Context: an optimization exercise on an open-source flow, tuned for small area, a short achievable clock period and few clock cycles per item. The choices shown serve that exercise and are no tape-out recipe. Function was checked by simulation only, so behaviour that the tests miss may differ from the original.

== ember ==
Design speck64_core, start of the top module:
module speck64_core (
    input  wire          clk,
    input  wire          rst,           
    output wire          ready,
    input  wire          key_load,
    input  wire [127:0]  key_in,        
    input  wire          blk_start,
    input  wire          blk_dec,
    input  wire [63:0]   blk_in,        
    output reg           blk_done,
    output wire [63:0]   blk_out
);
    reg  [4:0]   ph;        
    reg          run;       
    reg          expand;    
    reg          dec;       
    reg  [63:0]  dat;       
    reg  [63:0]  res;       
    reg  [127:0] ka, kb;
    reg  last;              
    wire [31:0] x = dat[63:32];
    wire [31:0] y = dat[31:0];
    wire [31:0] xf, yf, xi, yi;
    wire [31:0] af_l, af_k, bi_l, bi_k;
    wire [4:0]  ph_b = 5'd25 - ph;
    speck_round         u_dat_f (.x_in(x), .y_in(y), .k_in(ka[31:0]), .x_out(xf), .y_out(yf));
    speck_round_inverse u_dat_i (.x_in(x), .y_in(y), .k_in(kb[31:0]), .x_out(xi), .y_out(yi));
    speck_round         u_key_f (.x_in(ka[63:32]), .y_in(ka[31:0]), .k_in({27'd0, ph}),
                                 .x_out(af_l), .y_out(af_k));
    speck_round_inverse u_key_i (.x_in(kb[127:96]), .y_in(kb[31:0]), .k_in({27'd0, ph_b}),
                                 .x_out(bi_l), .y_out(bi_k));
    assign ready   = last;
    assign blk_out = res;
    always @(posedge clk or posedge rst) begin
        if (rst) begin
            ph       <= 5'd0;
            last     <= 1'b0;
            run      <= 1'b0;
            expand   <= 1'b0;
            blk_done <= 1'b0;
        end else begin
            blk_done <= run && last;
            last     <= (ph == 5'd25);
            if (last) begin
                ph     <= 5'd0;
                run    <= blk_start;
                expand <= key_load;
            end else begin
                ph     <= ph + 5'd1;
            end
        end
    end
    always @(posedge clk) begin
        res <= dec ? {xi, yi} : {xf, yf};
        if (last) begin
  ...
Size: roughly 390 flip-flops, ~260 I/O pins, ~0.022 mm² of cells after synthesis.
==> flow/config.mk <==
export PLATFORM = sky130hd
export DESIGN_NAME = speck64_core
export DESIGN_NICKNAME = speck64_core
export VERILOG_FILES = /design/flow/design.v
export SDC_FILE = /design/flow/constraint.sdc
export NUM_CORES = 4
export LEC_CHECK = 0
export CAP_MARGIN = 20
export CORE_MARGIN = 2
export CORE_UTILIZATION = 40
export SETUP_SLACK_MARGIN = 3.6
export SLEW_MARGIN = 20
==> flow/constraint.sdc <==
create_clock -name core_clock -period 7.0 [get_ports {clk}]
set_input_delay 1.4000 -clock core_clock [delete_from_list [all_inputs] [get_ports {clk}]]
set_output_delay 1.4000 -clock core_clock [all_outputs]
set_load 0.01 [all_outputs]
standard.sh (not shown) runs the stock make flow with config.mk's settings and CLKGATE_MAP_FILE= SYNTH_SCRIPT=/design/flow/synth_recipe.tcl, a recipe that flattens the netlist after the stock synthesis.
==> flow/flow/run.sh <==
#!/bin/bash
# The standard layout, with the port buffers made from the smallest buffer
# (buf_1) instead of the one buffer_ports picks by default.
set -euo pipefail
export BUFFER_PORTS_ARGS="-buffer_cell sky130_fd_sc_hd__buf_1"
bash standard.sh > standard_flow.log 2>&1
Testbench counts of ember, summed over its fixed seeds: cycles 22,464, blocks 784.
[inputs] juniper vs ember
Settings: ABC_CLOCK_PERIOD_IN_PS: unset -> 2500.
==> flow/run.sh (new file) <==
#!/bin/bash
# synth_recipe.tcl (not shown) runs the flow's synth.tcl, then flattens the netlist and writes it again
# the make line also repeats each setting of config.mk as NAME=value (left out here)
make -C /OpenROAD-flow-scripts/flow DESIGN_CONFIG=/design/flow/config.mk WORK_HOME=/design/flow/orfs CLKGATE_MAP_FILE= SYNTH_SCRIPT=/design/flow/synth_recipe.tcl finish
removed: flow/flow/run.sh
removed: flow/standard.sh
==> comparison <==
Summary — wire length, juniper relative to ember: higher, by 3300 µm. The lower cell area came out of ember. Diff ember..juniper | I/O pin count | unchanged. Looking at layout overhead on the synthesized area across ember and juniper, the one that comes out lower is ember. Critical path capture point: kb[37]$_DFFE_PP_ -> juniper, kb[39]$_DFFE_PP_ -> ember. From ember to juniper the numbers moved as follows: quantity of gates resized following cts picked up an extra 2; final critical-path required period picked up an extra 0.080 ns; critical path required time neither gained nor lost much; global-route usage picked up an extra 0.89 points.
The inputs of yarrow differ from those of juniper as listed below.
Settings: a deleted ABC_CLOCK_PERIOD_IN_PS that had been 2500.
--- outcome ---
From juniper to yarrow, total clock buffers created by CTS did not move at all.
Per the comparison of yarrow with juniper, final instance area now sits at about the same level, clock network latency to the later pin of the worst-skew pair now sits at about the same level.
Summary of yarrow over juniper: biggest fanout along the worst timing path saw little to no change, critical path required time neither gained nor lost much, met2 wirelength from detailed routing barely changed.
Proportion of cell area occupied by registers: yarrow vs juniper — no meaningful difference
Any difference in area of the die between juniper and yarrow is small enough to ignore.
Setup changes, yarrow to onyx
Settings: swapping 3.6 for 4.5 in SETUP_SLACK_MARGIN.
Findings:
onyx: no failed stages, no open violations at the end. Diff yarrow -> onyx: total length of routed wires has increased; count of routing violations after the opening detailed-route iteration has increased. As far as combined area of all synthesized cells goes, onyx and yarrow are indistinguishable; the numbers are identical. [compare] base=yarrow new=onyx: fmax higher, detailed-route vias per instance roughly the same. Between onyx and yarrow, it is onyx whose core utilization is higher, by 6.6 points. Diff yarrow -> onyx | count of clock-buffer cells in the layout | down by a few percent.

afterwards: timing with drivers on the ports:
The results above use ideal ports. As a check the final layouts listed here were re-extracted and re-timed, cells and wires unchanged. Step 1 assumes that a clkbuf_16 drives the clock port and a buf_2 every other input. Step 2 adds t to the input delays and takes it off the output delays; t is the mean of the earliest and latest rising clock arrival at the registers after step 1. Input paths then give back, and output paths get back, about the clock's delay inside the block. Slacks: ideal ports / drivers / drivers and shift; pairs: ideal ports / drivers.
run | t, ns | setup WS [ns] | hold slack, ns
ember | 0.645 | 3.573 / 3.573 / 3.573 | 0.475 / 0.475 / 0.475
juniper | 0.645 | 3.493 / 3.493 / 3.467 | 0.463 / 0.463 / 0.463
yarrow | 0.645 | 3.493 / 3.493 / 3.467 | 0.463 / 0.463 / 0.463
onyx | 0.641 | 3.617 / 3.617 / 3.617 | 0.464 / 0.464 / 0.464
After both steps every run listed still meets setup and hold.
